Context: an optimization exercise on an open-source flow, tuned for small area, a short achievable clock period and few clock cycles. The choices shown serve that exercise and are no tape-out recipe.
Function was not checked in any run shown here: the RTL went through the layout flow alone.
Power is estimated from default activity; no workload was simulated.

===== flow/design.v =====
module booth_multiplier(clk, reset_n, multiplier, multiplicand, op_start, op_clear, op_done, result);
	input clk, reset_n, op_start, op_clear;
	input [63:0] multiplier, multiplicand;
	output op_done;
	output [127:0] result;
	reg run, done;
	reg [3:0] cnt;
	reg [63:0] a;             
	reg [3:0] one, two, neg;  
	reg [65:0] S, C;         
	reg [7:0] L0, L1;       
	reg lc;                    
	reg [63:0] rlo;            
	assign op_done = done;
	assign result = {S[63:0], rlo};
	wire last = (cnt == 4'd8);
	wire step = run & ~last;
	always @(posedge clk or negedge reset_n) begin
		if (!reset_n) begin
			run <= 1'b0;
			done <= 1'b0;
		end else if (op_clear) begin
			run <= 1'b0;
			done <= 1'b0;
		end else if (!run) begin
			run <= op_start;
		end else if (last) begin
			done <= 1'b1;
		end
	end
	wire [3:0] m = run ? cnt + 4'd1 : 4'd0;
	wire [64:0] bx = {{0{multiplier[63]}}, multiplier, 1'b0};
	reg [8:0] chunk;
	integer i;
	always @(*) begin
		chunk = 9'd0;
		for (i = 0; i < 8; i = i + 1)
			if (m == i) chunk = bx[8*i +: 9];
	end
	reg [3:0] one_n, two_n, neg_n;
	always @(*) begin
		for (i = 0; i < 4; i = i + 1) begin
			one_n[i] = chunk[2*i+1] ^ chunk[2*i];
			two_n[i] = (chunk[2*i+2] & ~chunk[2*i+1] & ~chunk[2*i]) | (~chunk[2*i+2] & chunk[2*i+1] & chunk[2*i]);
			neg_n[i] = chunk[2*i+2];
		end
	end
	wire [64:0] ae = {a[63], a};
	wire [65:0] ae1 = {a[63], a, 1'b0};
	wire [65:0] pp0;
	assign pp0[64:0] = (({65{one[0]}} & ae) | ({65{two[0]}} & ae1[64:0])) ^ {65{neg[0]}};
	assign pp0[65] = ~pp0[64];
	wire [65:0] pp1;
	assign pp1[64:0] = (({65{one[1]}} & ae) | ({65{two[1]}} & ae1[64:0])) ^ {65{neg[1]}};
	assign pp1[65] = ~pp1[64];
	wire [65:0] pp2;
	assign pp2[64:0] = (({65{one[2]}} & ae) | ({65{two[2]}} & ae1[64:0])) ^ {65{neg[2]}};
	assign pp2[65] = ~pp2[64];
	wire [65:0] pp3;
	assign pp3[64:0] = (({65{one[3]}} & ae) | ({65{two[3]}} & ae1[64:0])) ^ {65{neg[3]}};
	assign pp3[65] = ~pp3[64];
	wire fs0, fc0;
	bm_fa u_fa0(.a(neg[0]), .b(S[0]), .c(C[0]), .s(fs0), .co(fc0));
	wire fs1, fc1;
	bm_fa u_fa1(.a(S[1]), .b(C[1]), .c(pp0[1]), .s(fs1), .co(fc1));
	wire fs2, fc2;
	bm_fa u_fa2(.a(neg[1]), .b(S[2]), .c(C[2]), .s(fs2), .co(fc2));
	wire fs3, fc3;
	bm_fa u_fa3(.a(pp0[2]), .b(pp1[0]), .c(fs2), .s(fs3), .co(fc3));
	wire fs4, fc4;
	bm_fa u_fa4(.a(S[3]), .b(C[3]), .c(pp0[3]), .s(fs4), .co(fc4));
	wire fs5, fc5;
	bm_fa u_fa5(.a(pp1[1]), .b(fc2), .c(fc3), .s(fs5), .co(fc5));
	wire fs6, fc6;
	bm_fa u_fa6(.a(neg[2]), .b(S[4]), .c(C[4]), .s(fs6), .co(fc6));
	wire fs7, fc7;
	bm_fa u_fa7(.a(pp0[4]), .b(pp1[2]), .c(pp2[0]), .s(fs7), .co(fc7));
	wire fs8, fc8;
	bm_fa u_fa8(.a(fs6), .b(fc4), .c(fs7), .s(fs8), .co(fc8));
	wire fs9, fc9;
	bm_fa u_fa9(.a(S[5]), .b(C[5]), .c(pp0[5]), .s(fs9), .co(fc9));
	wire fs10, fc10;
	bm_fa u_fa10(.a(pp1[3]), .b(pp2[1]), .c(fc6), .s(fs10), .co(fc10));
	wire fs11, fc11;
	bm_fa u_fa11(.a(fc7), .b(fs9), .c(fs10), .s(fs11), .co(fc11));
	wire fs12, fc12;
	bm_fa u_fa12(.a(neg[3]), .b(S[6]), .c(C[6]), .s(fs12), .co(fc12));
	wire fs13, fc13;
	bm_fa u_fa13(.a(pp0[6]), .b(pp1[4]), .c(pp2[2]), .s(fs13), .co(fc13));
	wire fs14, fc14;
	bm_fa u_fa14(.a(pp3[0]), .b(fs12), .c(fc9), .s(fs14), .co(fc14));
	wire fs15, fc15;
	bm_fa u_fa15(.a(fc10), .b(fs13), .c(fc11), .s(fs15), .co(fc15));
	wire fs16, fc16;
	bm_fa u_fa16(.a(S[7]), .b(C[7]), .c(pp0[7]), .s(fs16), .co(fc16));
	wire fs17, fc17;
	bm_fa u_fa17(.a(pp1[5]), .b(pp2[3]), .c(pp3[1]), .s(fs17), .co(fc17));
	wire fs18, fc18;
	bm_fa u_fa18(.a(fc12), .b(fc13), .c(fs16), .s(fs18), .co(fc18));
	wire fs19, fc19;
	bm_fa u_fa19(.a(fs17), .b(fc14), .c(fs18), .s(fs19), .co(fc19));
	wire fs20, fc20;
	bm_fa u_fa20(.a(S[8]), .b(C[8]), .c(pp0[8]), .s(fs20), .co(fc20));
	wire fs21, fc21;
	bm_fa u_fa21(.a(pp1[6]), .b(pp2[4]), .c(pp3[2]), .s(fs21), .co(fc21));
	wire fs22, fc22;
	bm_fa u_fa22(.a(fc16), .b(fc17), .c(fs20), .s(fs22), .co(fc22));
	wire fs23, fc23;
	bm_fa u_fa23(.a(fs21), .b(fc18), .c(fs22), .s(fs23), .co(fc23));
	wire fs24, fc24;
	bm_fa u_fa24(.a(S[9]), .b(C[9]), .c(pp0[9]), .s(fs24), .co(fc24));
	wire fs25, fc25;
	bm_fa u_fa25(.a(pp1[7]), .b(pp2[5]), .c(pp3[3]), .s(fs25), .co(fc25));
	wire fs26, fc26;
	bm_fa u_fa26(.a(fc20), .b(fc21), .c(fs24), .s(fs26), .co(fc26));
	wire fs27, fc27;
	bm_fa u_fa27(.a(fs25), .b(fc22), .c(fs26), .s(fs27), .co(fc27));
	wire fs28, fc28;
	bm_fa u_fa28(.a(S[10]), .b(C[10]), .c(pp0[10]), .s(fs28), .co(fc28));
	wire fs29, fc29;
	bm_fa u_fa29(.a(pp1[8]), .b(pp2[6]), .c(pp3[4]), .s(fs29), .co(fc29));
	wire fs30, fc30;
	bm_fa u_fa30(.a(fc24), .b(fc25), .c(fs28), .s(fs30), .co(fc30));
	wire fs31, fc31;
	bm_fa u_fa31(.a(fs29), .b(fc26), .c(fs30), .s(fs31), .co(fc31));
	wire fs32, fc32;
	bm_fa u_fa32(.a(S[11]), .b(C[11]), .c(pp0[11]), .s(fs32), .co(fc32));
	wire fs33, fc33;
	bm_fa u_fa33(.a(pp1[9]), .b(pp2[7]), .c(pp3[5]), .s(fs33), .co(fc33));
	wire fs34, fc34;
	bm_fa u_fa34(.a(fc28), .b(fc29), .c(fs32), .s(fs34), .co(fc34));
	wire fs35, fc35;
	bm_fa u_fa35(.a(fs33), .b(fc30), .c(fs34), .s(fs35), .co(fc35));
	wire fs36, fc36;
	bm_fa u_fa36(.a(S[12]), .b(C[12]), .c(pp0[12]), .s(fs36), .co(fc36));
	wire fs37, fc37;
	bm_fa u_fa37(.a(pp1[10]), .b(pp2[8]), .c(pp3[6]), .s(fs37), .co(fc37));
	wire fs38, fc38;
	bm_fa u_fa38(.a(fc32), .b(fc33), .c(fs36), .s(fs38), .co(fc38));
	wire fs39, fc39;
	bm_fa u_fa39(.a(fs37), .b(fc34), .c(fs38), .s(fs39), .co(fc39));
	wire fs40, fc40;
	bm_fa u_fa40(.a(S[13]), .b(C[13]), .c(pp0[13]), .s(fs40), .co(fc40));
	wire fs41, fc41;
	bm_fa u_fa41(.a(pp1[11]), .b(pp2[9]), .c(pp3[7]), .s(fs41), .co(fc41));
	wire fs42, fc42;
	bm_fa u_fa42(.a(fc36), .b(fc37), .c(fs40), .s(fs42), .co(fc42));
	wire fs43, fc43;
	bm_fa u_fa43(.a(fs41), .b(fc38), .c(fs42), .s(fs43), .co(fc43));
	wire fs44, fc44;
	bm_fa u_fa44(.a(S[14]), .b(C[14]), .c(pp0[14]), .s(fs44), .co(fc44));
	wire fs45, fc45;
	bm_fa u_fa45(.a(pp1[12]), .b(pp2[10]), .c(pp3[8]), .s(fs45), .co(fc45));
	wire fs46, fc46;
	bm_fa u_fa46(.a(fc40), .b(fc41), .c(fs44), .s(fs46), .co(fc46));
	wire fs47, fc47;
	bm_fa u_fa47(.a(fs45), .b(fc42), .c(fs46), .s(fs47), .co(fc47));
	wire fs48, fc48;
	bm_fa u_fa48(.a(S[15]), .b(C[15]), .c(pp0[15]), .s(fs48), .co(fc48));
	wire fs49, fc49;
	bm_fa u_fa49(.a(pp1[13]), .b(pp2[11]), .c(pp3[9]), .s(fs49), .co(fc49));
	wire fs50, fc50;
	bm_fa u_fa50(.a(fc44), .b(fc45), .c(fs48), .s(fs50), .co(fc50));
	wire fs51, fc51;
	bm_fa u_fa51(.a(fs49), .b(fc46), .c(fs50), .s(fs51), .co(fc51));
	wire fs52, fc52;
	bm_fa u_fa52(.a(S[16]), .b(C[16]), .c(pp0[16]), .s(fs52), .co(fc52));
	wire fs53, fc53;
	bm_fa u_fa53(.a(pp1[14]), .b(pp2[12]), .c(pp3[10]), .s(fs53), .co(fc53));
	wire fs54, fc54;
	bm_fa u_fa54(.a(fc48), .b(fc49), .c(fs52), .s(fs54), .co(fc54));
	wire fs55, fc55;
	bm_fa u_fa55(.a(fs53), .b(fc50), .c(fs54), .s(fs55), .co(fc55));
	wire fs56, fc56;
	bm_fa u_fa56(.a(S[17]), .b(C[17]), .c(pp0[17]), .s(fs56), .co(fc56));
	wire fs57, fc57;
	bm_fa u_fa57(.a(pp1[15]), .b(pp2[13]), .c(pp3[11]), .s(fs57), .co(fc57));
	wire fs58, fc58;
	bm_fa u_fa58(.a(fc52), .b(fc53), .c(fs56), .s(fs58), .co(fc58));
	wire fs59, fc59;
	bm_fa u_fa59(.a(fs57), .b(fc54), .c(fs58), .s(fs59), .co(fc59));
	wire fs60, fc60;
	bm_fa u_fa60(.a(S[18]), .b(C[18]), .c(pp0[18]), .s(fs60), .co(fc60));
	wire fs61, fc61;
	bm_fa u_fa61(.a(pp1[16]), .b(pp2[14]), .c(pp3[12]), .s(fs61), .co(fc61));
	wire fs62, fc62;
	bm_fa u_fa62(.a(fc56), .b(fc57), .c(fs60), .s(fs62), .co(fc62));
	wire fs63, fc63;
	bm_fa u_fa63(.a(fs61), .b(fc58), .c(fs62), .s(fs63), .co(fc63));
	wire fs64, fc64;
	bm_fa u_fa64(.a(S[19]), .b(C[19]), .c(pp0[19]), .s(fs64), .co(fc64));
	wire fs65, fc65;
	bm_fa u_fa65(.a(pp1[17]), .b(pp2[15]), .c(pp3[13]), .s(fs65), .co(fc65));
	wire fs66, fc66;
	bm_fa u_fa66(.a(fc60), .b(fc61), .c(fs64), .s(fs66), .co(fc66));
	wire fs67, fc67;
	bm_fa u_fa67(.a(fs65), .b(fc62), .c(fs66), .s(fs67), .co(fc67));
	wire fs68, fc68;
	bm_fa u_fa68(.a(S[20]), .b(C[20]), .c(pp0[20]), .s(fs68), .co(fc68));
	wire fs69, fc69;
	bm_fa u_fa69(.a(pp1[18]), .b(pp2[16]), .c(pp3[14]), .s(fs69), .co(fc69));
	wire fs70, fc70;
	bm_fa u_fa70(.a(fc64), .b(fc65), .c(fs68), .s(fs70), .co(fc70));
	wire fs71, fc71;
	bm_fa u_fa71(.a(fs69), .b(fc66), .c(fs70), .s(fs71), .co(fc71));
	wire fs72, fc72;
	bm_fa u_fa72(.a(S[21]), .b(C[21]), .c(pp0[21]), .s(fs72), .co(fc72));
	wire fs73, fc73;
	bm_fa u_fa73(.a(pp1[19]), .b(pp2[17]), .c(pp3[15]), .s(fs73), .co(fc73));
	wire fs74, fc74;
	bm_fa u_fa74(.a(fc68), .b(fc69), .c(fs72), .s(fs74), .co(fc74));
	wire fs75, fc75;
	bm_fa u_fa75(.a(fs73), .b(fc70), .c(fs74), .s(fs75), .co(fc75));
	wire fs76, fc76;
	bm_fa u_fa76(.a(S[22]), .b(C[22]), .c(pp0[22]), .s(fs76), .co(fc76));
	wire fs77, fc77;
	bm_fa u_fa77(.a(pp1[20]), .b(pp2[18]), .c(pp3[16]), .s(fs77), .co(fc77));
	wire fs78, fc78;
	bm_fa u_fa78(.a(fc72), .b(fc73), .c(fs76), .s(fs78), .co(fc78));
	wire fs79, fc79;
	bm_fa u_fa79(.a(fs77), .b(fc74), .c(fs78), .s(fs79), .co(fc79));
	wire fs80, fc80;
	bm_fa u_fa80(.a(S[23]), .b(C[23]), .c(pp0[23]), .s(fs80), .co(fc80));
	wire fs81, fc81;
	bm_fa u_fa81(.a(pp1[21]), .b(pp2[19]), .c(pp3[17]), .s(fs81), .co(fc81));
	wire fs82, fc82;
	bm_fa u_fa82(.a(fc76), .b(fc77), .c(fs80), .s(fs82), .co(fc82));
	wire fs83, fc83;
	bm_fa u_fa83(.a(fs81), .b(fc78), .c(fs82), .s(fs83), .co(fc83));
	wire fs84, fc84;
	bm_fa u_fa84(.a(S[24]), .b(C[24]), .c(pp0[24]), .s(fs84), .co(fc84));
	wire fs85, fc85;
	bm_fa u_fa85(.a(pp1[22]), .b(pp2[20]), .c(pp3[18]), .s(fs85), .co(fc85));
	wire fs86, fc86;
	bm_fa u_fa86(.a(fc80), .b(fc81), .c(fs84), .s(fs86), .co(fc86));
	wire fs87, fc87;
	bm_fa u_fa87(.a(fs85), .b(fc82), .c(fs86), .s(fs87), .co(fc87));
	wire fs88, fc88;
	bm_fa u_fa88(.a(S[25]), .b(C[25]), .c(pp0[25]), .s(fs88), .co(fc88));
	wire fs89, fc89;
	bm_fa u_fa89(.a(pp1[23]), .b(pp2[21]), .c(pp3[19]), .s(fs89), .co(fc89));
	wire fs90, fc90;
	bm_fa u_fa90(.a(fc84), .b(fc85), .c(fs88), .s(fs90), .co(fc90));
	wire fs91, fc91;
	bm_fa u_fa91(.a(fs89), .b(fc86), .c(fs90), .s(fs91), .co(fc91));
	wire fs92, fc92;
	bm_fa u_fa92(.a(S[26]), .b(C[26]), .c(pp0[26]), .s(fs92), .co(fc92));
	wire fs93, fc93;
	bm_fa u_fa93(.a(pp1[24]), .b(pp2[22]), .c(pp3[20]), .s(fs93), .co(fc93));
	wire fs94, fc94;
	bm_fa u_fa94(.a(fc88), .b(fc89), .c(fs92), .s(fs94), .co(fc94));
	wire fs95, fc95;
	bm_fa u_fa95(.a(fs93), .b(fc90), .c(fs94), .s(fs95), .co(fc95));
	wire fs96, fc96;
	bm_fa u_fa96(.a(S[27]), .b(C[27]), .c(pp0[27]), .s(fs96), .co(fc96));
	wire fs97, fc97;
	bm_fa u_fa97(.a(pp1[25]), .b(pp2[23]), .c(pp3[21]), .s(fs97), .co(fc97));
	wire fs98, fc98;
	bm_fa u_fa98(.a(fc92), .b(fc93), .c(fs96), .s(fs98), .co(fc98));
	wire fs99, fc99;
	bm_fa u_fa99(.a(fs97), .b(fc94), .c(fs98), .s(fs99), .co(fc99));
	wire fs100, fc100;
	bm_fa u_fa100(.a(S[28]), .b(C[28]), .c(pp0[28]), .s(fs100), .co(fc100));
	wire fs101, fc101;
	bm_fa u_fa101(.a(pp1[26]), .b(pp2[24]), .c(pp3[22]), .s(fs101), .co(fc101));
	wire fs102, fc102;
	bm_fa u_fa102(.a(fc96), .b(fc97), .c(fs100), .s(fs102), .co(fc102));
	wire fs103, fc103;
	bm_fa u_fa103(.a(fs101), .b(fc98), .c(fs102), .s(fs103), .co(fc103));
	wire fs104, fc104;
	bm_fa u_fa104(.a(S[29]), .b(C[29]), .c(pp0[29]), .s(fs104), .co(fc104));
	wire fs105, fc105;
	bm_fa u_fa105(.a(pp1[27]), .b(pp2[25]), .c(pp3[23]), .s(fs105), .co(fc105));
	wire fs106, fc106;
	bm_fa u_fa106(.a(fc100), .b(fc101), .c(fs104), .s(fs106), .co(fc106));
	wire fs107, fc107;
	bm_fa u_fa107(.a(fs105), .b(fc102), .c(fs106), .s(fs107), .co(fc107));
	wire fs108, fc108;
	bm_fa u_fa108(.a(S[30]), .b(C[30]), .c(pp0[30]), .s(fs108), .co(fc108));
	wire fs109, fc109;
	bm_fa u_fa109(.a(pp1[28]), .b(pp2[26]), .c(pp3[24]), .s(fs109), .co(fc109));
	wire fs110, fc110;
	bm_fa u_fa110(.a(fc104), .b(fc105), .c(fs108), .s(fs110), .co(fc110));
	wire fs111, fc111;
	bm_fa u_fa111(.a(fs109), .b(fc106), .c(fs110), .s(fs111), .co(fc111));
	wire fs112, fc112;
	bm_fa u_fa112(.a(S[31]), .b(C[31]), .c(pp0[31]), .s(fs112), .co(fc112));
	wire fs113, fc113;
	bm_fa u_fa113(.a(pp1[29]), .b(pp2[27]), .c(pp3[25]), .s(fs113), .co(fc113));
	wire fs114, fc114;
	bm_fa u_fa114(.a(fc108), .b(fc109), .c(fs112), .s(fs114), .co(fc114));
	wire fs115, fc115;
	bm_fa u_fa115(.a(fs113), .b(fc110), .c(fs114), .s(fs115), .co(fc115));
	wire fs116, fc116;
	bm_fa u_fa116(.a(S[32]), .b(C[32]), .c(pp0[32]), .s(fs116), .co(fc116));
	wire fs117, fc117;
	bm_fa u_fa117(.a(pp1[30]), .b(pp2[28]), .c(pp3[26]), .s(fs117), .co(fc117));
	wire fs118, fc118;
	bm_fa u_fa118(.a(fc112), .b(fc113), .c(fs116), .s(fs118), .co(fc118));
	wire fs119, fc119;
	bm_fa u_fa119(.a(fs117), .b(fc114), .c(fs118), .s(fs119), .co(fc119));
	wire fs120, fc120;
	bm_fa u_fa120(.a(S[33]), .b(C[33]), .c(pp0[33]), .s(fs120), .co(fc120));
	wire fs121, fc121;
	bm_fa u_fa121(.a(pp1[31]), .b(pp2[29]), .c(pp3[27]), .s(fs121), .co(fc121));
	wire fs122, fc122;
	bm_fa u_fa122(.a(fc116), .b(fc117), .c(fs120), .s(fs122), .co(fc122));
	wire fs123, fc123;
	bm_fa u_fa123(.a(fs121), .b(fc118), .c(fs122), .s(fs123), .co(fc123));
	wire fs124, fc124;
	bm_fa u_fa124(.a(S[34]), .b(C[34]), .c(pp0[34]), .s(fs124), .co(fc124));
	wire fs125, fc125;
	bm_fa u_fa125(.a(pp1[32]), .b(pp2[30]), .c(pp3[28]), .s(fs125), .co(fc125));
	wire fs126, fc126;
	bm_fa u_fa126(.a(fc120), .b(fc121), .c(fs124), .s(fs126), .co(fc126));
	wire fs127, fc127;
	bm_fa u_fa127(.a(fs125), .b(fc122), .c(fs126), .s(fs127), .co(fc127));
	wire fs128, fc128;
	bm_fa u_fa128(.a(S[35]), .b(C[35]), .c(pp0[35]), .s(fs128), .co(fc128));
	wire fs129, fc129;
	bm_fa u_fa129(.a(pp1[33]), .b(pp2[31]), .c(pp3[29]), .s(fs129), .co(fc129));
	wire fs130, fc130;
	bm_fa u_fa130(.a(fc124), .b(fc125), .c(fs128), .s(fs130), .co(fc130));
	wire fs131, fc131;
	bm_fa u_fa131(.a(fs129), .b(fc126), .c(fs130), .s(fs131), .co(fc131));
	wire fs132, fc132;
	bm_fa u_fa132(.a(S[36]), .b(C[36]), .c(pp0[36]), .s(fs132), .co(fc132));
	wire fs133, fc133;
	bm_fa u_fa133(.a(pp1[34]), .b(pp2[32]), .c(pp3[30]), .s(fs133), .co(fc133));
	wire fs134, fc134;
	bm_fa u_fa134(.a(fc128), .b(fc129), .c(fs132), .s(fs134), .co(fc134));
	wire fs135, fc135;
	bm_fa u_fa135(.a(fs133), .b(fc130), .c(fs134), .s(fs135), .co(fc135));
	wire fs136, fc136;
	bm_fa u_fa136(.a(S[37]), .b(C[37]), .c(pp0[37]), .s(fs136), .co(fc136));
	wire fs137, fc137;
	bm_fa u_fa137(.a(pp1[35]), .b(pp2[33]), .c(pp3[31]), .s(fs137), .co(fc137));
	wire fs138, fc138;
	bm_fa u_fa138(.a(fc132), .b(fc133), .c(fs136), .s(fs138), .co(fc138));
	wire fs139, fc139;
	bm_fa u_fa139(.a(fs137), .b(fc134), .c(fs138), .s(fs139), .co(fc139));
	wire fs140, fc140;
	bm_fa u_fa140(.a(S[38]), .b(C[38]), .c(pp0[38]), .s(fs140), .co(fc140));
	wire fs141, fc141;
	bm_fa u_fa141(.a(pp1[36]), .b(pp2[34]), .c(pp3[32]), .s(fs141), .co(fc141));
	wire fs142, fc142;
	bm_fa u_fa142(.a(fc136), .b(fc137), .c(fs140), .s(fs142), .co(fc142));
	wire fs143, fc143;
	bm_fa u_fa143(.a(fs141), .b(fc138), .c(fs142), .s(fs143), .co(fc143));
	wire fs144, fc144;
	bm_fa u_fa144(.a(S[39]), .b(C[39]), .c(pp0[39]), .s(fs144), .co(fc144));
	wire fs145, fc145;
	bm_fa u_fa145(.a(pp1[37]), .b(pp2[35]), .c(pp3[33]), .s(fs145), .co(fc145));
	wire fs146, fc146;
	bm_fa u_fa146(.a(fc140), .b(fc141), .c(fs144), .s(fs146), .co(fc146));
	wire fs147, fc147;
	bm_fa u_fa147(.a(fs145), .b(fc142), .c(fs146), .s(fs147), .co(fc147));
	wire fs148, fc148;
	bm_fa u_fa148(.a(S[40]), .b(C[40]), .c(pp0[40]), .s(fs148), .co(fc148));
	wire fs149, fc149;
	bm_fa u_fa149(.a(pp1[38]), .b(pp2[36]), .c(pp3[34]), .s(fs149), .co(fc149));
	wire fs150, fc150;
	bm_fa u_fa150(.a(fc144), .b(fc145), .c(fs148), .s(fs150), .co(fc150));
	wire fs151, fc151;
	bm_fa u_fa151(.a(fs149), .b(fc146), .c(fs150), .s(fs151), .co(fc151));
	wire fs152, fc152;
	bm_fa u_fa152(.a(S[41]), .b(C[41]), .c(pp0[41]), .s(fs152), .co(fc152));
	wire fs153, fc153;
	bm_fa u_fa153(.a(pp1[39]), .b(pp2[37]), .c(pp3[35]), .s(fs153), .co(fc153));
	wire fs154, fc154;
	bm_fa u_fa154(.a(fc148), .b(fc149), .c(fs152), .s(fs154), .co(fc154));
	wire fs155, fc155;
	bm_fa u_fa155(.a(fs153), .b(fc150), .c(fs154), .s(fs155), .co(fc155));
	wire fs156, fc156;
	bm_fa u_fa156(.a(S[42]), .b(C[42]), .c(pp0[42]), .s(fs156), .co(fc156));
	wire fs157, fc157;
	bm_fa u_fa157(.a(pp1[40]), .b(pp2[38]), .c(pp3[36]), .s(fs157), .co(fc157));
	wire fs158, fc158;
	bm_fa u_fa158(.a(fc152), .b(fc153), .c(fs156), .s(fs158), .co(fc158));
	wire fs159, fc159;
	bm_fa u_fa159(.a(fs157), .b(fc154), .c(fs158), .s(fs159), .co(fc159));
	wire fs160, fc160;
	bm_fa u_fa160(.a(S[43]), .b(C[43]), .c(pp0[43]), .s(fs160), .co(fc160));
	wire fs161, fc161;
	bm_fa u_fa161(.a(pp1[41]), .b(pp2[39]), .c(pp3[37]), .s(fs161), .co(fc161));
	wire fs162, fc162;
	bm_fa u_fa162(.a(fc156), .b(fc157), .c(fs160), .s(fs162), .co(fc162));
	wire fs163, fc163;
	bm_fa u_fa163(.a(fs161), .b(fc158), .c(fs162), .s(fs163), .co(fc163));
	wire fs164, fc164;
	bm_fa u_fa164(.a(S[44]), .b(C[44]), .c(pp0[44]), .s(fs164), .co(fc164));
	wire fs165, fc165;
	bm_fa u_fa165(.a(pp1[42]), .b(pp2[40]), .c(pp3[38]), .s(fs165), .co(fc165));
	wire fs166, fc166;
	bm_fa u_fa166(.a(fc160), .b(fc161), .c(fs164), .s(fs166), .co(fc166));
	wire fs167, fc167;
	bm_fa u_fa167(.a(fs165), .b(fc162), .c(fs166), .s(fs167), .co(fc167));
	wire fs168, fc168;
	bm_fa u_fa168(.a(S[45]), .b(C[45]), .c(pp0[45]), .s(fs168), .co(fc168));
	wire fs169, fc169;
	bm_fa u_fa169(.a(pp1[43]), .b(pp2[41]), .c(pp3[39]), .s(fs169), .co(fc169));
	wire fs170, fc170;
	bm_fa u_fa170(.a(fc164), .b(fc165), .c(fs168), .s(fs170), .co(fc170));
	wire fs171, fc171;
	bm_fa u_fa171(.a(fs169), .b(fc166), .c(fs170), .s(fs171), .co(fc171));
	wire fs172, fc172;
	bm_fa u_fa172(.a(S[46]), .b(C[46]), .c(pp0[46]), .s(fs172), .co(fc172));
	wire fs173, fc173;
	bm_fa u_fa173(.a(pp1[44]), .b(pp2[42]), .c(pp3[40]), .s(fs173), .co(fc173));
	wire fs174, fc174;
	bm_fa u_fa174(.a(fc168), .b(fc169), .c(fs172), .s(fs174), .co(fc174));
	wire fs175, fc175;
	bm_fa u_fa175(.a(fs173), .b(fc170), .c(fs174), .s(fs175), .co(fc175));
	wire fs176, fc176;
	bm_fa u_fa176(.a(S[47]), .b(C[47]), .c(pp0[47]), .s(fs176), .co(fc176));
	wire fs177, fc177;
	bm_fa u_fa177(.a(pp1[45]), .b(pp2[43]), .c(pp3[41]), .s(fs177), .co(fc177));
	wire fs178, fc178;
	bm_fa u_fa178(.a(fc172), .b(fc173), .c(fs176), .s(fs178), .co(fc178));
	wire fs179, fc179;
	bm_fa u_fa179(.a(fs177), .b(fc174), .c(fs178), .s(fs179), .co(fc179));
	wire fs180, fc180;
	bm_fa u_fa180(.a(S[48]), .b(C[48]), .c(pp0[48]), .s(fs180), .co(fc180));
	wire fs181, fc181;
	bm_fa u_fa181(.a(pp1[46]), .b(pp2[44]), .c(pp3[42]), .s(fs181), .co(fc181));
	wire fs182, fc182;
	bm_fa u_fa182(.a(fc176), .b(fc177), .c(fs180), .s(fs182), .co(fc182));
	wire fs183, fc183;
	bm_fa u_fa183(.a(fs181), .b(fc178), .c(fs182), .s(fs183), .co(fc183));
	wire fs184, fc184;
	bm_fa u_fa184(.a(S[49]), .b(C[49]), .c(pp0[49]), .s(fs184), .co(fc184));
	wire fs185, fc185;
	bm_fa u_fa185(.a(pp1[47]), .b(pp2[45]), .c(pp3[43]), .s(fs185), .co(fc185));
	wire fs186, fc186;
	bm_fa u_fa186(.a(fc180), .b(fc181), .c(fs184), .s(fs186), .co(fc186));
	wire fs187, fc187;
	bm_fa u_fa187(.a(fs185), .b(fc182), .c(fs186), .s(fs187), .co(fc187));
	wire fs188, fc188;
	bm_fa u_fa188(.a(S[50]), .b(C[50]), .c(pp0[50]), .s(fs188), .co(fc188));
	wire fs189, fc189;
	bm_fa u_fa189(.a(pp1[48]), .b(pp2[46]), .c(pp3[44]), .s(fs189), .co(fc189));
	wire fs190, fc190;
	bm_fa u_fa190(.a(fc184), .b(fc185), .c(fs188), .s(fs190), .co(fc190));
	wire fs191, fc191;
	bm_fa u_fa191(.a(fs189), .b(fc186), .c(fs190), .s(fs191), .co(fc191));
	wire fs192, fc192;
	bm_fa u_fa192(.a(S[51]), .b(C[51]), .c(pp0[51]), .s(fs192), .co(fc192));
	wire fs193, fc193;
	bm_fa u_fa193(.a(pp1[49]), .b(pp2[47]), .c(pp3[45]), .s(fs193), .co(fc193));
	wire fs194, fc194;
	bm_fa u_fa194(.a(fc188), .b(fc189), .c(fs192), .s(fs194), .co(fc194));
	wire fs195, fc195;
	bm_fa u_fa195(.a(fs193), .b(fc190), .c(fs194), .s(fs195), .co(fc195));
	wire fs196, fc196;
	bm_fa u_fa196(.a(S[52]), .b(C[52]), .c(pp0[52]), .s(fs196), .co(fc196));
	wire fs197, fc197;
	bm_fa u_fa197(.a(pp1[50]), .b(pp2[48]), .c(pp3[46]), .s(fs197), .co(fc197));
	wire fs198, fc198;
	bm_fa u_fa198(.a(fc192), .b(fc193), .c(fs196), .s(fs198), .co(fc198));
	wire fs199, fc199;
	bm_fa u_fa199(.a(fs197), .b(fc194), .c(fs198), .s(fs199), .co(fc199));
	wire fs200, fc200;
	bm_fa u_fa200(.a(S[53]), .b(C[53]), .c(pp0[53]), .s(fs200), .co(fc200));
	wire fs201, fc201;
	bm_fa u_fa201(.a(pp1[51]), .b(pp2[49]), .c(pp3[47]), .s(fs201), .co(fc201));
	wire fs202, fc202;
	bm_fa u_fa202(.a(fc196), .b(fc197), .c(fs200), .s(fs202), .co(fc202));
	wire fs203, fc203;
	bm_fa u_fa203(.a(fs201), .b(fc198), .c(fs202), .s(fs203), .co(fc203));
	wire fs204, fc204;
	bm_fa u_fa204(.a(S[54]), .b(C[54]), .c(pp0[54]), .s(fs204), .co(fc204));
	wire fs205, fc205;
	bm_fa u_fa205(.a(pp1[52]), .b(pp2[50]), .c(pp3[48]), .s(fs205), .co(fc205));
	wire fs206, fc206;
	bm_fa u_fa206(.a(fc200), .b(fc201), .c(fs204), .s(fs206), .co(fc206));
	wire fs207, fc207;
	bm_fa u_fa207(.a(fs205), .b(fc202), .c(fs206), .s(fs207), .co(fc207));
	wire fs208, fc208;
	bm_fa u_fa208(.a(S[55]), .b(C[55]), .c(pp0[55]), .s(fs208), .co(fc208));
	wire fs209, fc209;
	bm_fa u_fa209(.a(pp1[53]), .b(pp2[51]), .c(pp3[49]), .s(fs209), .co(fc209));
	wire fs210, fc210;
	bm_fa u_fa210(.a(fc204), .b(fc205), .c(fs208), .s(fs210), .co(fc210));
	wire fs211, fc211;
	bm_fa u_fa211(.a(fs209), .b(fc206), .c(fs210), .s(fs211), .co(fc211));
	wire fs212, fc212;
	bm_fa u_fa212(.a(S[56]), .b(C[56]), .c(pp0[56]), .s(fs212), .co(fc212));
	wire fs213, fc213;
	bm_fa u_fa213(.a(pp1[54]), .b(pp2[52]), .c(pp3[50]), .s(fs213), .co(fc213));
	wire fs214, fc214;
	bm_fa u_fa214(.a(fc208), .b(fc209), .c(fs212), .s(fs214), .co(fc214));
	wire fs215, fc215;
	bm_fa u_fa215(.a(fs213), .b(fc210), .c(fs214), .s(fs215), .co(fc215));
	wire fs216, fc216;
	bm_fa u_fa216(.a(S[57]), .b(C[57]), .c(pp0[57]), .s(fs216), .co(fc216));
	wire fs217, fc217;
	bm_fa u_fa217(.a(pp1[55]), .b(pp2[53]), .c(pp3[51]), .s(fs217), .co(fc217));
	wire fs218, fc218;
	bm_fa u_fa218(.a(fc212), .b(fc213), .c(fs216), .s(fs218), .co(fc218));
	wire fs219, fc219;
	bm_fa u_fa219(.a(fs217), .b(fc214), .c(fs218), .s(fs219), .co(fc219));
	wire fs220, fc220;
	bm_fa u_fa220(.a(S[58]), .b(C[58]), .c(pp0[58]), .s(fs220), .co(fc220));
	wire fs221, fc221;
	bm_fa u_fa221(.a(pp1[56]), .b(pp2[54]), .c(pp3[52]), .s(fs221), .co(fc221));
	wire fs222, fc222;
	bm_fa u_fa222(.a(fc216), .b(fc217), .c(fs220), .s(fs222), .co(fc222));
	wire fs223, fc223;
	bm_fa u_fa223(.a(fs221), .b(fc218), .c(fs222), .s(fs223), .co(fc223));
	wire fs224, fc224;
	bm_fa u_fa224(.a(S[59]), .b(C[59]), .c(pp0[59]), .s(fs224), .co(fc224));
	wire fs225, fc225;
	bm_fa u_fa225(.a(pp1[57]), .b(pp2[55]), .c(pp3[53]), .s(fs225), .co(fc225));
	wire fs226, fc226;
	bm_fa u_fa226(.a(fc220), .b(fc221), .c(fs224), .s(fs226), .co(fc226));
	wire fs227, fc227;
	bm_fa u_fa227(.a(fs225), .b(fc222), .c(fs226), .s(fs227), .co(fc227));
	wire fs228, fc228;
	bm_fa u_fa228(.a(S[60]), .b(C[60]), .c(pp0[60]), .s(fs228), .co(fc228));
	wire fs229, fc229;
	bm_fa u_fa229(.a(pp1[58]), .b(pp2[56]), .c(pp3[54]), .s(fs229), .co(fc229));
	wire fs230, fc230;
	bm_fa u_fa230(.a(fc224), .b(fc225), .c(fs228), .s(fs230), .co(fc230));
	wire fs231, fc231;
	bm_fa u_fa231(.a(fs229), .b(fc226), .c(fs230), .s(fs231), .co(fc231));
	wire fs232, fc232;
	bm_fa u_fa232(.a(S[61]), .b(C[61]), .c(pp0[61]), .s(fs232), .co(fc232));
	wire fs233, fc233;
	bm_fa u_fa233(.a(pp1[59]), .b(pp2[57]), .c(pp3[55]), .s(fs233), .co(fc233));
	wire fs234, fc234;
	bm_fa u_fa234(.a(fc228), .b(fc229), .c(fs232), .s(fs234), .co(fc234));
	wire fs235, fc235;
	bm_fa u_fa235(.a(fs233), .b(fc230), .c(fs234), .s(fs235), .co(fc235));
	wire fs236, fc236;
	bm_fa u_fa236(.a(S[62]), .b(C[62]), .c(pp0[62]), .s(fs236), .co(fc236));
	wire fs237, fc237;
	bm_fa u_fa237(.a(pp1[60]), .b(pp2[58]), .c(pp3[56]), .s(fs237), .co(fc237));
	wire fs238, fc238;
	bm_fa u_fa238(.a(fc232), .b(fc233), .c(fs236), .s(fs238), .co(fc238));
	wire fs239, fc239;
	bm_fa u_fa239(.a(fs237), .b(fc234), .c(fs238), .s(fs239), .co(fc239));
	wire fs240, fc240;
	bm_fa u_fa240(.a(S[63]), .b(C[63]), .c(pp0[63]), .s(fs240), .co(fc240));
	wire fs241, fc241;
	bm_fa u_fa241(.a(pp1[61]), .b(pp2[59]), .c(pp3[57]), .s(fs241), .co(fc241));
	wire fs242, fc242;
	bm_fa u_fa242(.a(fc236), .b(fc237), .c(fs240), .s(fs242), .co(fc242));
	wire fs243, fc243;
	bm_fa u_fa243(.a(fs241), .b(fc238), .c(fs242), .s(fs243), .co(fc243));
	wire fs244, fc244;
	bm_fa u_fa244(.a(S[64]), .b(C[64]), .c(pp0[64]), .s(fs244), .co(fc244));
	wire fs245, fc245;
	bm_fa u_fa245(.a(pp1[62]), .b(pp2[60]), .c(pp3[58]), .s(fs245), .co(fc245));
	wire fs246, fc246;
	bm_fa u_fa246(.a(fc240), .b(fc241), .c(fs244), .s(fs246), .co(fc246));
	wire fs247, fc247;
	bm_fa u_fa247(.a(fs245), .b(fc242), .c(fs246), .s(fs247), .co(fc247));
	wire fs248, fc248;
	bm_fa u_fa248(.a(S[65]), .b(C[65]), .c(pp0[65]), .s(fs248), .co(fc248));
	wire fs249, fc249;
	bm_fa u_fa249(.a(pp1[63]), .b(pp2[61]), .c(pp3[59]), .s(fs249), .co(fc249));
	wire fs250, fc250;
	bm_fa u_fa250(.a(fc244), .b(fc245), .c(fs248), .s(fs250), .co(fc250));
	wire fs251, fc251;
	bm_fa u_fa251(.a(fs249), .b(fc246), .c(fs250), .s(fs251), .co(fc251));
	wire fs252, fc252;
	assign fs252 = ~(pp1[64] ^ pp2[62]);
	assign fc252 = pp1[64] | pp2[62];
	wire fs253, fc253;
	bm_fa u_fa253(.a(pp3[60]), .b(fc248), .c(fc249), .s(fs253), .co(fc253));
	wire fs254, fc254;
	bm_fa u_fa254(.a(fs252), .b(fc250), .c(fs253), .s(fs254), .co(fc254));
	wire fs255, fc255;
	bm_fa u_fa255(.a(pp1[65]), .b(pp2[63]), .c(pp3[61]), .s(fs255), .co(fc255));
	wire fs256, fc256;
	bm_fa u_fa256(.a(fc252), .b(fs255), .c(fc253), .s(fs256), .co(fc256));
	wire fs257, fc257;
	assign fs257 = ~(pp2[64] ^ pp3[62]);
	assign fc257 = pp2[64] | pp3[62];
	wire fs258, fc258;
	assign fs258 = fc255 ^ fs257;
	assign fc258 = fc255 & fs257;
	wire fs259, fc259;
	bm_fa u_fa259(.a(pp2[65]), .b(pp3[63]), .c(fc257), .s(fs259), .co(fc259));
	wire fs260, fc260;
	assign fs260 = ~(pp3[64] ^ fc259);
	assign fc260 = pp3[64] | fc259;
	wire [73:0] tS, tC;
	assign tS[0] = pp0[0];
	assign tC[0] = fs0;
	assign tS[1] = fc0;
	assign tC[1] = fs1;
	assign tS[2] = fc1;
	assign tC[2] = fs3;
	assign tS[3] = fs4;
	assign tC[3] = fs5;
	assign tS[4] = fc5;
	assign tC[4] = fs8;
	assign tS[5] = fc8;
	assign tC[5] = fs11;
	assign tS[6] = fs14;
	assign tC[6] = fs15;
	assign tS[7] = fc15;
	assign tC[7] = fs19;
	assign tS[8] = fc19;
	assign tC[8] = fs23;
	assign tS[9] = fc23;
	assign tC[9] = fs27;
	assign tS[10] = fc27;
	assign tC[10] = fs31;
	assign tS[11] = fc31;
	assign tC[11] = fs35;
	assign tS[12] = fc35;
	assign tC[12] = fs39;
	assign tS[13] = fc39;
	assign tC[13] = fs43;
	assign tS[14] = fc43;
	assign tC[14] = fs47;
	assign tS[15] = fc47;
	assign tC[15] = fs51;
	assign tS[16] = fc51;
	assign tC[16] = fs55;
	assign tS[17] = fc55;
	assign tC[17] = fs59;
	assign tS[18] = fc59;
	assign tC[18] = fs63;
	assign tS[19] = fc63;
	assign tC[19] = fs67;
	assign tS[20] = fc67;
	assign tC[20] = fs71;
	assign tS[21] = fc71;
	assign tC[21] = fs75;
	assign tS[22] = fc75;
	assign tC[22] = fs79;
	assign tS[23] = fc79;
	assign tC[23] = fs83;
	assign tS[24] = fc83;
	assign tC[24] = fs87;
	assign tS[25] = fc87;
	assign tC[25] = fs91;
	assign tS[26] = fc91;
	assign tC[26] = fs95;
	assign tS[27] = fc95;
	assign tC[27] = fs99;
	assign tS[28] = fc99;
	assign tC[28] = fs103;
	assign tS[29] = fc103;
	assign tC[29] = fs107;
	assign tS[30] = fc107;
	assign tC[30] = fs111;
	assign tS[31] = fc111;
	assign tC[31] = fs115;
	assign tS[32] = fc115;
	assign tC[32] = fs119;
	assign tS[33] = fc119;
	assign tC[33] = fs123;
	assign tS[34] = fc123;
	assign tC[34] = fs127;
	assign tS[35] = fc127;
	assign tC[35] = fs131;
	assign tS[36] = fc131;
	assign tC[36] = fs135;
	assign tS[37] = fc135;
	assign tC[37] = fs139;
	assign tS[38] = fc139;
	assign tC[38] = fs143;
	assign tS[39] = fc143;
	assign tC[39] = fs147;
	assign tS[40] = fc147;
	assign tC[40] = fs151;
	assign tS[41] = fc151;
	assign tC[41] = fs155;
	assign tS[42] = fc155;
	assign tC[42] = fs159;
	assign tS[43] = fc159;
	assign tC[43] = fs163;
	assign tS[44] = fc163;
	assign tC[44] = fs167;
	assign tS[45] = fc167;
	assign tC[45] = fs171;
	assign tS[46] = fc171;
	assign tC[46] = fs175;
	assign tS[47] = fc175;
	assign tC[47] = fs179;
	assign tS[48] = fc179;
	assign tC[48] = fs183;
	assign tS[49] = fc183;
	assign tC[49] = fs187;
	assign tS[50] = fc187;
	assign tC[50] = fs191;
	assign tS[51] = fc191;
	assign tC[51] = fs195;
	assign tS[52] = fc195;
	assign tC[52] = fs199;
	assign tS[53] = fc199;
	assign tC[53] = fs203;
	assign tS[54] = fc203;
	assign tC[54] = fs207;
	assign tS[55] = fc207;
	assign tC[55] = fs211;
	assign tS[56] = fc211;
	assign tC[56] = fs215;
	assign tS[57] = fc215;
	assign tC[57] = fs219;
	assign tS[58] = fc219;
	assign tC[58] = fs223;
	assign tS[59] = fc223;
	assign tC[59] = fs227;
	assign tS[60] = fc227;
	assign tC[60] = fs231;
	assign tS[61] = fc231;
	assign tC[61] = fs235;
	assign tS[62] = fc235;
	assign tC[62] = fs239;
	assign tS[63] = fc239;
	assign tC[63] = fs243;
	assign tS[64] = fc243;
	assign tC[64] = fs247;
	assign tS[65] = fc247;
	assign tC[65] = fs251;
	assign tS[66] = fc251;
	assign tC[66] = fs254;
	assign tS[67] = fc254;
	assign tC[67] = fs256;
	assign tS[68] = fc256;
	assign tC[68] = fs258;
	assign tS[69] = fc258;
	assign tC[69] = fs259;
	assign tS[70] = fs260;
	assign tC[70] = 1'b0;
	assign tS[71] = pp3[65];
	assign tC[71] = fc260;
	assign tS[72] = 1'b1;
	assign tC[72] = 1'b0;
	assign tS[73] = 1'b0;
	assign tC[73] = 1'b0;
	wire [8:0] lo = {1'b0, L0} + {1'b0, L1} + {8'b0, lc};
	wire [72:0] fullx = {S[63:0], L0, 1'b1} + {C[63:0], L1, lc};
	wire [71:0] full = fullx[72:1];
	always @(posedge clk) begin
		a <= multiplicand;
		one <= one_n;
		two <= two_n;
		neg <= neg_n;
		cnt <= run ? cnt + {3'b0, ~last} : 4'd0;
		if (step) begin
			S <= tS[73:8];
			C <= tC[73:8];
			L0 <= tS[7:0];
			L1 <= tC[7:0];
			lc <= lo[8];
		end else begin
			S <= run ? {2'b00, full[71:8]} : {2'b10, 64'd0};
			C <= 66'd0;
			L0 <= 8'd0;
			L1 <= 8'd0;
			lc <= 1'b0;
		end
		if (!done) rlo <= {lo[7:0], rlo[63:8]};
	end
endmodule
module bm_fa(a, b, c, s, co);
	input a, b, c;
	output s, co;
	assign s = a ^ b ^ c;
	assign co = (a & b) | (c & (a ^ b));
endmodule

===== flow/run.sh =====
#!/bin/bash
# synth_recipe.tcl (not shown) runs the flow's synth.tcl, then flattens the netlist and writes it again
# the make line also repeats each setting of config.mk as NAME=value (left out here)
make -C /OpenROAD-flow-scripts/flow DESIGN_CONFIG=/design/flow/config.mk WORK_HOME=/design/flow/orfs CLKGATE_MAP_FILE= SYNTH_SCRIPT=/design/flow/synth_recipe.tcl finish

===== flow/config.mk =====
export PLATFORM = sky130hd
export DESIGN_NAME = booth_multiplier
export DESIGN_NICKNAME = booth_multiplier
export VERILOG_FILES = /design/flow/design.v
export SDC_FILE = /design/flow/constraint.sdc
export NUM_CORES = 4
export LEC_CHECK = 0
export ABC_CLOCK_PERIOD_IN_PS = 2500
export CAP_MARGIN = 20
export CORE_MARGIN = 2
export CORE_UTILIZATION = 50
export PLACE_DENSITY = 0.65
export SETUP_SLACK_MARGIN = 2.8
export SLEW_MARGIN = 20
export SYNTH_HIERARCHICAL = 1

===== flow/constraint.sdc =====
create_clock -name core_clock -period 5.5 [get_ports {clk}]
set_input_delay 1.1000 -clock core_clock [delete_from_list [all_inputs] [get_ports {clk}]]
set_output_delay 1.1000 -clock core_clock [all_outputs]
set_load 0.01 [all_outputs]

==> out/metrics.cfg, run 1 <==
[detailed_routing]
drtIter0Drc = 2213
wl_per_cell_um = 27.0
viasPerCell = 6.37
drc = 0
firstDrtPassIters = 6
via_count = 20200
wirelength_mm = 85.7
ant_nets = 0

[die]
top_level_ports = 261
die_x_um = 221
start_util_pct = 50.6
core-area_sq_mm = 0.0465
die_y_um = 221
die-area_sq_mm = 0.0488
rows = 79

[setup_path]
cpMaxStageDelayCell = fa_2
cp_num_buf_inv = 1
slowest_delay_ns = 0.40
crit_family = compound AO/OA/AOI/OAI gates
startpoint_type = flop
worst-setup-path-type = reg -> reg
cp-startpoint = L1[0]$_SDFF_PN0_
worstPathRequired_ns = 5.99
path_cells = fa_2, a211oi_2, o21ai_2, o2111ai_4, a2111oi_4, nor3_4, o41ai_4, buf_4, a31oi_4, o311ai_2, or3_1, nand3_1
crit_fanout = 3
end_kind = flop
rr_startpoint = L1[0]$_SDFF_PN0_
critical_path_arrival_ns = 3.43

[pwr]
ir_drop_mv = 0.394
total_power_uw = 18500
powerDensity_mw_per_mm2 = 581
p_leak_uw = 0.0120

[sta]
rsz0062_at_grt = yes
fmax_mhz = 340
fin_skew_ns = 0.0315
setup_viol = 0
tightest_slew_ns = 0.872
relSlewSlack_pct = 41.9
period_share_pct = 53.4
finalSetupTns_ns = 0
slew_viol_final = 0
final_hold_viol_count = 0
period_needed_ns = 2.94

[synth]
synthesis.area_sq_mm = 0.0235
ys_seq_elements = 292
synth-main-ff-cell = dfxtp_1
yosys.area.top_type = fa_1
synth-edff-count = 64
ys_seq_area_share_pct = 27.6
ys_async_sr_fraction_pct = 0.685
synthTopCellsByArea = fa_1, dfxtp_1, xnor2_1
ys_types = 67
synth_top_cell_area_share_pct = 22.0
netlist_instances = 2345
ys_warn_count = 7
synthTopCellsByCount = xnor2_1, a22oi_1, fa_1, dfxtp_1, nand2_1
yosysMostFrequentCell = xnor2_1
avgSynthCellArea_sq_um = 10.0

[clock_tree]
tritoncts = yes
cts_buffer_depth = 3
cts_sinks = 292
cts_inserted_buffers = 37
clockRootBuffer = clkbuf_16
htree_levels = 2
clkTransAtPathRegs_ns = 0.07
clock_latency_ns = 0.57

[global_routing]
antenna_found_initial = 2
use_met3_pct = 9.49
grtUsageTotal_pct = 33.2
top_usage_layer = met2
grt_util_met2_pct = 51.3
grt_pass1_wl_mm = 125
grt_start_max_net_pins = 66
grt_use_met1_pct = 42.8
grt_remaining_overflow = 0
first_global_vias = 20300

[hold_path]
min_from = rlo[20]$_DFFE_PN_
worstHoldPathType = reg -> reg

[placed_design]
place.gp.congestion = 0.948
place_hpwl_mm = 50.6
numPortBuffers = 260

[cells_and_area]
final_nets = 3011
drive_gt1_share_pct = 30.6
diodes = 0
area_delta_synth_final_pct = 35.1
fillers = 3353

[job]
max_cap_violations = 0

[outcome]
status = timing/DRC/antenna clean

[per-module statistics from Yosys, one instance, submodules excluded]
module	area, sq um	cells	flip-flops and latches
booth_multiplier	18400	2088	292
bm_fa	20.0	1	0
[worst reg2reg max path, cell delays in order, from the launching register on]
cell	delay (ns)
dfxtp_4	0.36
fa_2	0.40
a211oi_2	0.27
o21ai_2	0.14
o2111ai_4	0.25
a2111oi_4	0.12
nor3_4	0.33
o41ai_4	0.12
buf_4	0.17
a31oi_4	0.22
o311ai_2	0.12
or3_1	0.32
nand3_1	0.07
[final cells by class]
type	count	area (sq um)	share of cell area, %
tap	607	759	2.39
multi-input combinational	1734	17900	56.4
clock inverter	18	251	0.791
clock buffer	48	1010	3.17
inverter	37	146	0.461
timing repair buffer	440	4980	15.7
sequential	292	6700	21.1
[metrics by stage]
| step | setup slack (ns) | hold slack (ns) | instances | util, % | cell area [sq um] |
|---|---|---|---|---|---|
| CTS | 2.63 | 0.443 | 3133 | 65.0 | 30200 |
| detailed placement | 1.87 | 0.432 | 2949 | 55.3 | 25700 |
| finish | 2.56 | 0.441 | 3176 | 68.4 | 31800 |
| global placement | 1.91 | 0.430 | 2949 | 55.3 | 25700 |
| floorplan | 2.76 | 0.499 | 2347 | - | 23600 |
| global route | 2.48 | 0.447 | 3176 | 68.4 | 31800 |
[routing by layer]
metal	wire, um	share of wire, %
met1	32700	38
met2	39400	46
met3	9320	11
met4	4240	4.9
met5	13	0.015
[timing repair]
action / CTS / global route
setup endpoints to repair: 196 / 147
resized for setup: 420 / 292
buffers inserted: 108 / 40
pin swaps: 170 / 206
cloned: 10 / 3
hold buffers: 0 / 0
[registers in the layout, indices dropped and copies added (netlist names)]
name,flops
S,66
a,64
rlo,64
C,63
L0,8
L1,8
cnt,4
neg,4
one,4
two,4
done,1
lc,1
run,1
[power by group]
part	internal [uW]	switching, uW
sequential	2940	744
combinational	6080	6160
clock	1540	1010
[path summary, 6_finish.rpt]
| kind | to | slack (ns) | cells after the start |
|---|---|---|---|
| setup / recovery | S[63]$_DFF_P_ | 2.56 | 12 |
| hold / removal | rlo[12]$_DFFE_PN_ | 0.44 | 0 |
| setup reg to reg | S[63]$_DFF_P_ | 2.56 | 12 |
| hold reg to reg | rlo[12]$_DFFE_PN_ | 0.44 | 0 |
| max in group asynchronous | run$_DFF_PN0_ | 4.64 | 1 |
| min in group asynchronous | run$_DFF_PN0_ | 0.72 | 1 |
[cell usage in the layout, fill, tap and decap left out, types with 21 or more instances in the layout]
cell and instances:
a21o_1 35, a21oi_1 95, a21oi_2 27, a22oi_1 189, a22oi_2 81, and3_1 81, buf_12 41, buf_4 94
clkbuf_16 40, clkdlybuf4s50_1 247, dfxtp_1 129, dfxtp_2 67, dfxtp_4 30, edfxtp_1 64, fa_1 135, fa_2 124
ha_1 31, ha_4 46, inv_1 32, nand2_1 145, nand3_1 21, nand4_1 28, nor2_1 48, o21ai_0 66
o21ai_1 22, xnor2_1 245, xnor2_2 59, xor2_1 28
[logic make-up after synthesis]
group / count (synthesis) / share of synthesized area, %
compound gates: 634 / 18.3
simple gates: 421 / 8.68
fa+ha+maj: 337 / 26.2
xor+xnor: 333 / 12.4
buf+inv: 321 / 6.52
flops: 292 / 27.6
mux: 6 / 0.271
other cells: 1 / 0.0159
==> run 2: changes to the inputs <==
--- a/flow/config.mk
+++ b/flow/config.mk
@@ -11,5 +11,4 @@
 export CORE_UTILIZATION = 50
 export PLACE_DENSITY = 0.65
-export SETUP_SLACK_MARGIN = 2.8
 export SLEW_MARGIN = 20
 export SYNTH_HIERARCHICAL = 1
==> run 2 against run 1 <==
  * Hold slack improved by 0.0041 ns
  * Maximum frequency down 22%
  * Flip-flop and latch count stayed put
  * Clock power hardly changed
  * Global-route usage decreased by 5.5 points
  * Largest cell class unchanged
  * Critical path type unchanged
  * Largest power group unchanged
  * Worst setup slack lost 0.82 ns
==> out/metrics.cfg, run 2 <==
[cells_and_area]
regMostFlops = S  ; unchanged
fillers = 3993  ; was 3353
diodes = 0  ; unchanged
final_nets = 2851  ; was 3011
final-instance-count-excl-fill = 3017  ; was 3176
layout_common_cells = xnor2_1, a22oi_1, clkdlybuf4s50_1, fa_1, dfxtp_1  ; was clkdlybuf4s50_1, xnor2_1, a22oi_1, nand2_1, fa_1
largest_register_ffs = 66  ; unchanged
area_delta_synth_final_pct = 14.7  ; was 35.1%
top_regs = S x66, a x64, rlo x64  ; unchanged
drive_gt1_share_pct = 4.65  ; was 30.6%
layout_commonest_cell = xnor2_1  ; was clkdlybuf4s50_1

[detailed_routing]
via_count = 18300  ; was 20200
wl_per_cell_um = 22.6  ; was 27.0 um
drc = 0  ; unchanged
viasPerCell = 6.05  ; was 6.37
ant_nets = 0  ; unchanged
drtIter0Drc = 1880  ; was 2213
wirelength_mm = 68.1  ; was 85.7 mm
firstDrtPassIters = 6  ; unchanged

[setup_path]
rr_startpoint = L0[0]$_SDFF_PN0_  ; was L1[0]$_SDFF_PN0_
worstPathRequired_ns = 5.93  ; was 5.99 ns
worst-setup-path-type = reg -> reg  ; unchanged
r2r_end = S[59]$_DFF_P_  ; was S[63]$_DFF_P_
startpoint_type = flop  ; unchanged
reg2reg_depth = 11  ; was 12
end_kind = flop  ; unchanged
rrSetupSlack_ns = 1.74  ; was 2.56 ns
critical_path_arrival_ns = 4.19  ; was 3.43 ns
crit_fanout = 5  ; was 3

[sta]
final_hold_viol_count = 0  ; unchanged
fmax_mhz = 266  ; was 340 MHz
tightest_slew_ns = 1.19  ; was 0.872 ns
relSlewSlack_pct = 20.9  ; was 41.9%
rsz0062_at_grt = no  ; was yes
finalSetupTns_ns = 0  ; unchanged
fin_skew_ns = 0.0245  ; was 0.0315 ns
setup_viol = 0  ; unchanged
slew_viol_final = 0  ; unchanged
period_share_pct = 68.3  ; was 53.4%
period_needed_ns = 3.76  ; was 2.94 ns

[hold_path]
min_from = rlo[41]$_DFFE_PN_  ; was rlo[20]$_DFFE_PN_
worstHoldPathType = reg -> reg  ; unchanged
min_path_cells = 0  ; unchanged
hold_end = rlo[33]$_DFFE_PN_  ; was rlo[12]$_DFFE_PN_

[die]
die_x_um = 221  ; unchanged
die_y_um = 221  ; unchanged
top_level_ports = 261  ; unchanged
core-area_sq_mm = 0.0465  ; unchanged
rows = 79  ; unchanged
start_util_pct = 50.6  ; unchanged
die-area_sq_mm = 0.0488  ; unchanged

[clock_tree]
ctsResizeCount = 0  ; was 420
tritoncts = yes  ; unchanged
cts_hold_buf = 0  ; unchanged
cts_setup_buffers = 0  ; was 108
clockRootBuffer = clkbuf_16  ; unchanged
cts_buffer_depth = 3  ; unchanged
clkTransAtPathRegs_ns = 0.06  ; was 0.07 ns
cts_sinks = 292  ; unchanged
clock_latency_ns = 0.57  ; about the same
htree_levels = 2  ; unchanged
cts_inserted_buffers = 37  ; unchanged

[synth]
ys_warn_count = 7  ; unchanged
ys_types = 67  ; unchanged
netlist_instances = 2345  ; unchanged
avgSynthCellArea_sq_um = 10.0  ; unchanged
synthesis.area_sq_mm = 0.0235  ; unchanged
synth-edff-count = 64  ; unchanged
ys_async_sr_fraction_pct = 0.685  ; unchanged
synth-main-ff-cell = dfxtp_1  ; unchanged
ys_seq_elements = 292  ; unchanged
yosysMostFrequentCell = xnor2_1  ; unchanged
synthTopCellsByCount = xnor2_1, a22oi_1, fa_1, dfxtp_1, nand2_1  ; unchanged
synthTopCellsByArea = fa_1, dfxtp_1, xnor2_1  ; unchanged
synth_top_cell_area_share_pct = 22.0  ; unchanged
ys_seq_area_share_pct = 27.6  ; unchanged
yosys.area.top_type = fa_1  ; unchanged

[outcome]
status = timing/DRC/antenna clean  ; unchanged

[pwr]
powerDensity_mw_per_mm2 = 592  ; was 581 mW/mm^2
ir_drop_mv = 0.353  ; was 0.394 mV
p_leak_uw = 0.0104  ; was 0.0120 uW

[global_routing]
grt_start_max_net_pins = 111  ; was 66
first_global_vias = 18700  ; was 20300
grt_remaining_overflow = 0  ; unchanged
grt_pass1_wl_mm = 108  ; was 125 mm
grtUsageTotal_pct = 27.7  ; was 33.2%
antenna_found_initial = 0  ; was 2

[placed_design]
place.gp.congestion = 0.937  ; was 0.948
place_inst = 2949  ; unchanged
place_hpwl_mm = 50.7  ; was 50.6 mm
numPortBuffers = 260  ; unchanged

[job]
max_cap_violations = 0  ; unchanged

[run 2: report_power, final]
group	switching, uW	total [uW]	internal (uW)
Clock	1030	2540	1510
Sequential	928	3810	2880
Combinational	4950	9630	4680
Total	6910	16000	9080
[run 2: area by class of cell]
class                           count  area, sq um  area share [%]
Multi-Input combinational cell   1734        15500            57.5
Sequential cell                   292         6530            24.2
Timing Repair Buffer              280         2770            10.2
Clock buffer                       47         1000            3.72
Tap cell                          607          759            2.81
Clock inverter                     20          283            1.05
Inverter                           37          139           0.515
[run 2: worst max-delay path by stage]
stage	cells past startpoint	slack [ns]	from	end
CTS	11	1.79	L0[0]$_SDFF_PN0_	S[59]$_DFF_P_
global placement	11	1.84	L0[0]$_SDFF_PN0_	S[59]$_DFF_P_
finish	11	1.74	L0[0]$_SDFF_PN0_	S[59]$_DFF_P_
detailed placement	11	1.82	L0[0]$_SDFF_PN0_	S[59]$_DFF_P_
global route	11	1.55	L0[0]$_SDFF_PN0_	S[59]$_DFF_P_
floorplan	7	2.43	neg[1]$_DFF_P_	S[58]$_DFF_P_
[run 2: logic make-up (layout without fill, tap and decap cells)]
kind of cell | after synthesis | after routing | share of synthesized area (%)
simple gates | 421 | 421 | 8.68
fa+ha+maj | 337 | 337 | 26.2
compound gates | 634 | 634 | 18.3
other cells | 1 | 3 | 0.0159
buf+inv | 321 | 384 | 6.52
flops | 292 | 292 | 27.6
xor+xnor | 333 | 333 | 12.4
mux | 6 | 6 | 0.271
[run 2: stage by stage]
stage	hold slack (ns)	util (%)	instance area, sq um	total power, uW	worst slack (ns)
3_3_place_gp	0.428	55.3	25700	13200	1.84
4_1_cts	0.447	58.0	27000	16000	1.79
2_1_floorplan	0.499	-	23500	10200	2.43
3_5_place_dp	0.432	55.3	25700	13400	1.82
5_1_grt	0.451	58.1	27000	17400	1.55
6_report	0.445	58.1	27000	16000	1.74
[run 2: layer usage]
| layer | up-vias | GRT usage, % | part of all wire [%] |
|---|---|---|---|
| met3 | 114 | 5.05 | 7.6 |
| met1 | 9119 | 38.8 | 43 |
| met5 | - | 0 | 0 |
| met2 | 789 | 44.0 | 46 |
| li1 | 8236 | - | - |
| met4 | 0 | 7.84 | 2.7 |
[run 2: per-module statistics from Yosys (local to each module, per instance)]
module / times used / area [sq um] / flops+latches / cells inside
booth_multiplier: 1 / 18400 / 292 / 2088
bm_fa: 257 / 20.0 / 0 / 1
[run 2: critical path: stages, from the launching register on]
cell	delay [ns]
dfxtp_1	0.34
fa_1	0.47
a211oi_1	0.27
o21ai_2	0.16
o2111ai_2	0.31
nand4_1	0.15
a21oi_1	0.44
o21bai_1	0.25
a31oi_1	0.44
o21ai_0	0.32
xnor2_1	0.36
o21ai_0	0.11

==> what the ideal ports hide <==
Ports are ideal in the flow. The routed layouts listed here were re-timed in OpenROAD. Step 1 assumes that a clkbuf_16 drives the clock port and a buf_2 every other input. Step 2, shift: input delay + t, output delay - t, t = (earliest + latest rising clock arrival at the registers) / 2. This alone moves slack from input paths to output paths. Slacks: ideal / step 1 / step 2; pairs: ideal / step 1.
run	t (ns)	slack for setup (ns)	clock arrival spread, ns	worst register clock-pin slew, ns
run 1	0.609	2.563 / 2.563 / 2.531	0.038 / 0.038	0.07 / 0.07
run 2	0.614	1.741 / 1.741 / 1.741	0.026 / 0.026	0.07 / 0.07
After both steps every run listed still meets setup and hold. The setup slack of run 1, which loses most, moves by 0.000 ns with the drivers and by -0.032 ns with both steps.
